Context: an optimization exercise on an open-source flow, tuned for small area. The choices shown serve that exercise and are no tape-out recipe.
Function was checked by simulation only, so behaviour that the tests miss may differ from the original.

==> trial 39: inputs <==
Design conv_window, start of the top module:
module conv_window #(
    parameter DATA_WIDTH = 16,
    parameter IMG_WIDTH  = 64
)(
    input  wire                  clk,
    input  wire                  rst_n,
    input  wire [DATA_WIDTH-1:0] pixel_in,
    input  wire                  valid_in,
    output wire [DATA_WIDTH-1:0] w00, w01, w02,
    output wire [DATA_WIDTH-1:0] w10, w11, w12,
    output wire [DATA_WIDTH-1:0] w20, w21, w22,
    output wire                  valid_out
);
==> module line_buffer, before the edit <==
module line_buffer #(
    parameter DATA_WIDTH = 16,
    parameter IMG_WIDTH  = 64,
    parameter RING       = 8
)(
    input  wire                  clk,
    input  wire                  shift,
    input  wire                  rotate,
    input  wire [DATA_WIDTH-1:0] ring_in,
    output wire [DATA_WIDTH-1:0] w00, w01, w02,
    output wire [DATA_WIDTH-1:0] w10, w11, w12,
    output wire [DATA_WIDTH-1:0] w20, w21, w22
);
    localparam DEPTH = 2*IMG_WIDTH + 2;
    reg [DATA_WIDTH-1:0] sr [0:DEPTH-1];
    reg [DATA_WIDTH-1:0] last;     
    function integer ring_first(input integer k);
        ring_first = (k / RING) * RING;
    endfunction
    function integer ring_last(input integer k);
        ring_last = ((k / RING) * RING + RING - 1 < DEPTH - 1) ?
                    (k / RING) * RING + RING - 1 : DEPTH - 1;
    endfunction
    integer k;
    always @(posedge clk) begin
        for (k = 0; k < DEPTH; k = k + 1) begin
            if (k == ring_first(k)) begin
                sr[k] <= ({DATA_WIDTH{shift}}  & ((k == 0) ? ring_in : sr[k-1]))
                       | ({DATA_WIDTH{rotate}} & sr[ring_last(k)]);
            end else begin
                sr[k] <= sr[k-1];
            end
        end
        last <= sr[DEPTH-1];
    end
    assign w22 = sr[0];
    assign w21 = sr[1];
    assign w20 = sr[2];
    assign w12 = sr[IMG_WIDTH];
    assign w11 = sr[IMG_WIDTH+1];
    assign w10 = sr[IMG_WIDTH+2];
    assign w02 = sr[2*IMG_WIDTH];
    assign w01 = sr[2*IMG_WIDTH+1];
    assign w00 = last;
endmodule
==> module sliding_window, before the edit <==
module sliding_window #(
    parameter DATA_WIDTH = 16,
    parameter IMG_WIDTH  = 64,
    parameter RING       = 8
)(
    input  wire                  clk,
    input  wire                  rst_n,
    input  wire [DATA_WIDTH-1:0] pixel_in,
    input  wire                  valid_in,
    output wire                  shift,
    output wire                  rotate,
    output reg  [DATA_WIDTH-1:0] ring_in,
    output reg                   valid_out
);
    localparam DLY   = RING - 1;
    localparam FIRST = 2*IMG_WIDTH + 2;       
    localparam RW    = $clog2(RING);
    reg [DATA_WIDTH-1:0] dly [0:DLY-1];
    reg [DLY-1:0]        pend;
    reg [RW-1:0]         rot;
    reg [RW-1:0]         rot_b;                
    reg [7:0]            cnt;                  
    wire                 full = (cnt == FIRST);
    reg          any_pend;
    reg [DLY-1:0] take;                        
    integer j;
    always @(*) begin
        any_pend = 1'b0;
        take     = {DLY{1'b0}};
        ring_in  = pixel_in;
        for (j = 0; j < DLY; j = j + 1)
            if (pend[j]) begin
                any_pend = 1'b1;
                take     = {DLY{1'b0}};
                take[j]  = 1'b1;
                ring_in  = dly[j];
            end
    end
    wire   avail  = any_pend || valid_in;
    assign shift  = (rot == 0) && avail;
    assign rotate = (rot_b != 0) || !avail;   
    wire   take_in = shift && !any_pend;       
    always @(posedge clk) begin
        dly[0] <= pixel_in;
        for (j = 1; j < DLY; j = j + 1)
            dly[j] <= dly[j-1];
    end
    always @(posedge clk or negedge rst_n) begin
        if (!rst_n) begin
            pend      <= 0;
            rot       <= 0;
            rot_b     <= 0;
            cnt       <= 0;
            valid_out <= 0;
        end else begin
            pend[0] <= valid_in && !take_in;
            for (j = 1; j < DLY; j = j + 1)
                pend[j] <= pend[j-1] && !(shift && take[j-1]);
            if (!shift)
                rot <= rot + 1'b1;
            if (rotate)
                rot_b <= rot_b + 1'b1;
            if (shift && !full)
                cnt <= cnt + 1'b1;
            valid_out <= shift && full;
        end
    end
endmodule
==> module conv_window, before the edit <==
module conv_window #(
    parameter DATA_WIDTH = 16,
    parameter IMG_WIDTH  = 64
)(
    input  wire                  clk,
    input  wire                  rst_n,
    input  wire [DATA_WIDTH-1:0] pixel_in,
    input  wire                  valid_in,
    output wire [DATA_WIDTH-1:0] w00, w01, w02,
    output wire [DATA_WIDTH-1:0] w10, w11, w12,
    output wire [DATA_WIDTH-1:0] w20, w21, w22,
    output wire                  valid_out
);
    localparam RING = 8;
    wire                  shift, rotate;
    wire [DATA_WIDTH-1:0] ring_in;
    sliding_window #(
        .DATA_WIDTH(DATA_WIDTH),
        .IMG_WIDTH (IMG_WIDTH),
        .RING      (RING)
    ) u_sw (
        .clk      (clk),
        .rst_n    (rst_n),
        .pixel_in (pixel_in),
        .valid_in (valid_in),
        .shift    (shift),
        .rotate   (rotate),
        .ring_in  (ring_in),
        .valid_out(valid_out)
    );
    line_buffer #(
        .DATA_WIDTH(DATA_WIDTH),
        .IMG_WIDTH (IMG_WIDTH),
        .RING      (RING)
    ) u_lb (
        .clk      (clk),
        .shift    (shift),
        .rotate   (rotate),
        .ring_in  (ring_in),
        .w00(w00), .w01(w01), .w02(w02),
        .w10(w10), .w11(w11), .w12(w12),
        .w20(w20), .w21(w21), .w22(w22)
    );
endmodule
Settings: LEC_CHECK=0, CAP_MARGIN=30, CORE_MARGIN=2, CORE_UTILIZATION=70, CTS_BUF_LIST=sky130_fd_sc_hd__clkbuf_4, CTS_CLUSTER_DIAMETER=35, CTS_CLUSTER_SIZE=12, SLEW_MARGIN=30; clock period 7.0 ns.
run.sh (not shown) runs the stock make flow with config.mk's settings and CLKGATE_MAP_FILE= SYNTH_SCRIPT=/design/flow/synth_recipe.tcl, a recipe that flattens the netlist after the stock synthesis.
==> inputs of build 22, as changes to trial 39 <==
==> flow/design.v (replaced) <==
`timescale 1ns / 1ps
module line_buffer #(
    parameter DATA_WIDTH = 16,
    parameter IMG_WIDTH  = 64
)(
    input  wire                  clk,
    input  wire [DATA_WIDTH-1:0] pixel_in,
    input  wire                  valid_in,
    output wire [DATA_WIDTH-1:0] w01, w02,
    output wire [DATA_WIDTH-1:0] w10, w11, w12,
    output wire [DATA_WIDTH-1:0] w20, w21, w22,
    output wire [DATA_WIDTH-1:0] tap_last      
);
    localparam DEPTH = 2*IMG_WIDTH + 2;
    reg [DATA_WIDTH-1:0] sr [0:DEPTH-1];
    integer k;
    always @(posedge clk) begin
        if (valid_in) begin
            sr[0] <= pixel_in;
            for (k = 1; k < DEPTH; k = k + 1)
                sr[k] <= sr[k-1];
        end
    end
    assign w22 = sr[0];
    assign w21 = sr[1];
    assign w20 = sr[2];
    assign w12 = sr[IMG_WIDTH];
    assign w11 = sr[IMG_WIDTH+1];
    assign w10 = sr[IMG_WIDTH+2];
    assign w02 = sr[2*IMG_WIDTH];
    assign w01 = sr[2*IMG_WIDTH+1];
    assign tap_last = sr[2*IMG_WIDTH+1];
endmodule
`timescale 1ns / 1ps
module sliding_window #(
    parameter DATA_WIDTH = 16,
    parameter IMG_WIDTH  = 64
)(
    input  wire                  clk,
    input  wire                  rst_n,
    input  wire                  valid_in,
    input  wire [DATA_WIDTH-1:0] tap_last,
    output reg  [DATA_WIDTH-1:0] w00,
    output reg                   valid_out
);
    localparam FIRST = 2*IMG_WIDTH + 2;    
    reg [7:0] cnt;
    wire      full = (cnt == FIRST);
    always @(posedge clk)
        w00 <= tap_last;
    always @(posedge clk or negedge rst_n) begin
        if (!rst_n) begin
            cnt       <= 0;
            valid_out <= 0;
        end else begin
            if (valid_in && !full)
                cnt <= cnt + 1'b1;
            valid_out <= valid_in && full;
        end
    end
endmodule
`timescale 1ns / 1ps
module conv_window #(
    parameter DATA_WIDTH = 16,
    parameter IMG_WIDTH  = 64
)(
    input  wire                  clk,
    input  wire                  rst_n,
    input  wire [DATA_WIDTH-1:0] pixel_in,
    input  wire                  valid_in,
    output wire [DATA_WIDTH-1:0] w00, w01, w02,
    output wire [DATA_WIDTH-1:0] w10, w11, w12,
    output wire [DATA_WIDTH-1:0] w20, w21, w22,
    output wire                  valid_out
);
    wire [DATA_WIDTH-1:0] tap_last;
    line_buffer #(
        .DATA_WIDTH(DATA_WIDTH),
        .IMG_WIDTH (IMG_WIDTH)
    ) u_lb (
        .clk      (clk),
        .pixel_in (pixel_in),
        .valid_in (valid_in),
        .w01(w01), .w02(w02),
        .w10(w10), .w11(w11), .w12(w12),
        .w20(w20), .w21(w21), .w22(w22),
        .tap_last (tap_last)
    );
    sliding_window #(
        .DATA_WIDTH(DATA_WIDTH),
        .IMG_WIDTH (IMG_WIDTH)
    ) u_sw (
        .clk      (clk),
        .rst_n    (rst_n),
        .valid_in (valid_in),
        .tap_last (tap_last),
        .w00      (w00),
        .valid_out(valid_out)
    );
endmodule
--- a/flow/config.mk
+++ b/flow/config.mk
@@ -7,8 +7,5 @@
 export LEC_CHECK = 0
 export CAP_MARGIN = 30
 export CORE_MARGIN = 2
-export CORE_UTILIZATION = 70
-export CTS_BUF_LIST = sky130_fd_sc_hd__clkbuf_4
-export CTS_CLUSTER_DIAMETER = 35
-export CTS_CLUSTER_SIZE = 12
+export CORE_UTILIZATION = 40
 export SLEW_MARGIN = 30
==> inputs of trial 20, as changes to trial 39 <==
==> flow/flow/run.sh (new file) <==
#!/bin/bash
# Standard layout, with two changes: port buffers use the smallest buffer,
# and clock tree synthesis gets explicit clustering and no dummy loads.
set -euo pipefail
export BUFFER_PORTS_ARGS="-buffer_cell sky130_fd_sc_hd__buf_1"
export CTS_ARGS="-sink_clustering_enable -repair_clock_nets -sink_clustering_size 12 -sink_clustering_max_diameter 35 -buf_list sky130_fd_sc_hd__clkbuf_4 -dont_use_dummy_load"

bash standard.sh finish > standard.log 2>&1
==> flow/standard.sh (new file) <==
#!/bin/bash
# synth_recipe.tcl (not shown) runs the flow's synth.tcl, then flattens the netlist and writes it again
# the make line also repeats each setting of config.mk as NAME=value (left out here)
make -C /OpenROAD-flow-scripts/flow DESIGN_CONFIG=/design/flow/config.mk WORK_HOME=/design/flow/orfs CLKGATE_MAP_FILE= SYNTH_SCRIPT=/design/flow/synth_recipe.tcl "${@:-finish}"
--- a/flow/config.mk
+++ b/flow/config.mk
@@ -8,7 +8,5 @@
 export CAP_MARGIN = 30
 export CORE_MARGIN = 2
 export CORE_UTILIZATION = 70
-export CTS_BUF_LIST = sky130_fd_sc_hd__clkbuf_4
-export CTS_CLUSTER_DIAMETER = 35
-export CTS_CLUSTER_SIZE = 12
+export GPL_TIMING_DRIVEN = 0
 export SLEW_MARGIN = 30
removed: flow/run.sh
==> inputs of build 58, as changes to trial 39 <==
==> flow/design.v (replaced) <==
`timescale 1ns / 1ps
module line_buffer #(
    parameter DATA_WIDTH = 16,
    parameter IMG_WIDTH  = 64
)(
    input  wire                  clk,
    input  wire [DATA_WIDTH-1:0] pixel_in,
    input  wire                  valid_in,
    output wire [DATA_WIDTH-1:0] w01, w02,
    output wire [DATA_WIDTH-1:0] w10, w11, w12,
    output wire [DATA_WIDTH-1:0] w20, w21, w22,
    output wire [DATA_WIDTH-1:0] tap_last      
);
    localparam DEPTH = 2*IMG_WIDTH + 2;
    reg [DATA_WIDTH-1:0] sr [0:DEPTH-1];
    integer k;
    always @(posedge clk) begin
        if (valid_in) begin
            sr[0] <= pixel_in;
            for (k = 1; k < DEPTH; k = k + 1)
                sr[k] <= sr[k-1];
        end
    end
    assign w22 = sr[0];
    assign w21 = sr[1];
    assign w20 = sr[2];
    assign w12 = sr[IMG_WIDTH];
    assign w11 = sr[IMG_WIDTH+1];
    assign w10 = sr[IMG_WIDTH+2];
    assign w02 = sr[2*IMG_WIDTH];
    assign w01 = sr[2*IMG_WIDTH+1];
    assign tap_last = sr[2*IMG_WIDTH+1];
endmodule
`timescale 1ns / 1ps
module sliding_window #(
    parameter DATA_WIDTH = 16,
    parameter IMG_WIDTH  = 64
)(
    input  wire                  clk,
    input  wire                  rst_n,
    input  wire                  valid_in,
    input  wire [DATA_WIDTH-1:0] tap_last,
    output reg  [DATA_WIDTH-1:0] w00,
    output reg                   valid_out
);
    localparam FIRST = 2*IMG_WIDTH + 2;    
    reg [7:0] cnt;
    wire      full = (cnt == FIRST);
    always @(posedge clk)
        w00 <= tap_last;
    always @(posedge clk or negedge rst_n) begin
        if (!rst_n) begin
            cnt       <= 0;
            valid_out <= 0;
        end else begin
            if (valid_in && !full)
                cnt <= cnt + 1'b1;
            valid_out <= valid_in && full;
        end
    end
endmodule
`timescale 1ns / 1ps
module conv_window #(
    parameter DATA_WIDTH = 16,
    parameter IMG_WIDTH  = 64
)(
    input  wire                  clk,
    input  wire                  rst_n,
    input  wire [DATA_WIDTH-1:0] pixel_in,
    input  wire                  valid_in,
    output wire [DATA_WIDTH-1:0] w00, w01, w02,
    output wire [DATA_WIDTH-1:0] w10, w11, w12,
    output wire [DATA_WIDTH-1:0] w20, w21, w22,
    output wire                  valid_out
);
    wire [DATA_WIDTH-1:0] tap_last;
    line_buffer #(
        .DATA_WIDTH(DATA_WIDTH),
        .IMG_WIDTH (IMG_WIDTH)
    ) u_lb (
        .clk      (clk),
        .pixel_in (pixel_in),
        .valid_in (valid_in),
        .w01(w01), .w02(w02),
        .w10(w10), .w11(w11), .w12(w12),
        .w20(w20), .w21(w21), .w22(w22),
        .tap_last (tap_last)
    );
    sliding_window #(
        .DATA_WIDTH(DATA_WIDTH),
        .IMG_WIDTH (IMG_WIDTH)
    ) u_sw (
        .clk      (clk),
        .rst_n    (rst_n),
        .valid_in (valid_in),
        .tap_last (tap_last),
        .w00      (w00),
        .valid_out(valid_out)
    );
endmodule
==> flow/flow/run.sh (new file) <==
#!/bin/bash
# Standard layout, with two changes: port buffers use the smallest buffer,
# and clock tree synthesis gets explicit clustering and no dummy loads.
set -euo pipefail
export BUFFER_PORTS_ARGS="-buffer_cell sky130_fd_sc_hd__buf_1"
export CTS_ARGS="-sink_clustering_enable -repair_clock_nets -sink_clustering_size 12 -sink_clustering_max_diameter 35 -buf_list sky130_fd_sc_hd__clkbuf_4 -dont_use_dummy_load"

bash standard.sh finish > standard.log 2>&1
==> flow/standard.sh (new file) <==
#!/bin/bash
# synth_recipe.tcl (not shown) runs the flow's synth.tcl, then flattens the netlist and writes it again
# the make line also repeats each setting of config.mk as NAME=value (left out here)
make -C /OpenROAD-flow-scripts/flow DESIGN_CONFIG=/design/flow/config.mk WORK_HOME=/design/flow/orfs CLKGATE_MAP_FILE= SYNTH_SCRIPT=/design/flow/synth_recipe.tcl "${@:-finish}"
--- a/flow/config.mk
+++ b/flow/config.mk
@@ -7,8 +7,5 @@
 export LEC_CHECK = 0
 export CAP_MARGIN = 30
 export CORE_MARGIN = 2
-export CORE_UTILIZATION = 70
-export CTS_BUF_LIST = sky130_fd_sc_hd__clkbuf_4
-export CTS_CLUSTER_DIAMETER = 35
-export CTS_CLUSTER_SIZE = 12
+export CORE_UTILIZATION = 80
 export SLEW_MARGIN = 30
removed: flow/run.sh
==> qor summary <==
quantity                                                          build 22                  trial 39                           build 58                  trial 20
Final Cycle Share                                                    47.1%                     49.2%                                  -                     43.0%
Synth Net Count                                                       2154                      2840                               2154                      2840
Pre-CTS setup slack                                                3410 ps                   3120 ps                                  -                   3330 ps
CP Capture Point                                                    w12[9]                   w22[12]                                  -                    w22[1]
Sw Share                                                             19.5%                     23.5%                                  -                     23.6%
Hold Crit Endpoint                                             u_sw.w00[5]           u_lb.sr[115][0]                                  -            u_lb.sr[9][11]
Number of global-route vias before repair                            21400                     21200                                  -                     21400
Die outline area                                                161000 µm²                 72400 µm²                                  -                 72400 µm²
Run status                                no timing/DRC/antenna violations  no timing/DRC/antenna violations          aborted with a tool error  no timing/DRC/antenna violations
Failing step                                                             -                         -  detailed placement (3_5_place_dp)                         -
Most common cell in the synthesized netlist      sky130_fd_sc_hd__edfxtp_1  sky130_fd_sc_hd__dfxtp_1          sky130_fd_sc_hd__edfxtp_1  sky130_fd_sc_hd__dfxtp_1
Count of clock buffers in the final design                             250                       242                                  -                       213
Std-Cell Core Area                                              157000 µm²                 69800 µm²                                  -                 69800 µm²
Unrepaired setup endpoints after global routing                      false                     false                                  -                     false

==> port drivers added, routing unchanged <==
How much do the figures lean on ideal ports? The routed layouts below were timed once more, with nothing changed but the port constraints.
Step 1: set_driving_cell puts a clkbuf_16 on clk and a buf_2 on each other input, an assumption about the parent block.
Step 2 moves the port delays by t, midway between the first and last clock arrival at a register: inputs arrive t later, outputs are due t later. That takes back most of the time a late clock gives input paths.
Slacks: ideal ports / drivers / drivers and shift; pairs: ideal ports / drivers.
run	shift t [ns]	slack for setup (ns)	slew at the worst register clock pin (ns)
trial 39	1.103	3.554 / 3.492 / 3.146	0.12 / 0.12
build 22	0.865	3.704 / 3.632 / 3.354	0.07 / 0.07
trial 20	1.058	3.993 / 3.932 / 3.450	0.13 / 0.13
After both steps every run listed still meets setup and hold. For trial 20, which loses most, drivers alone change the setup slack by -0.061 ns; drivers and shift together by -0.543 ns.
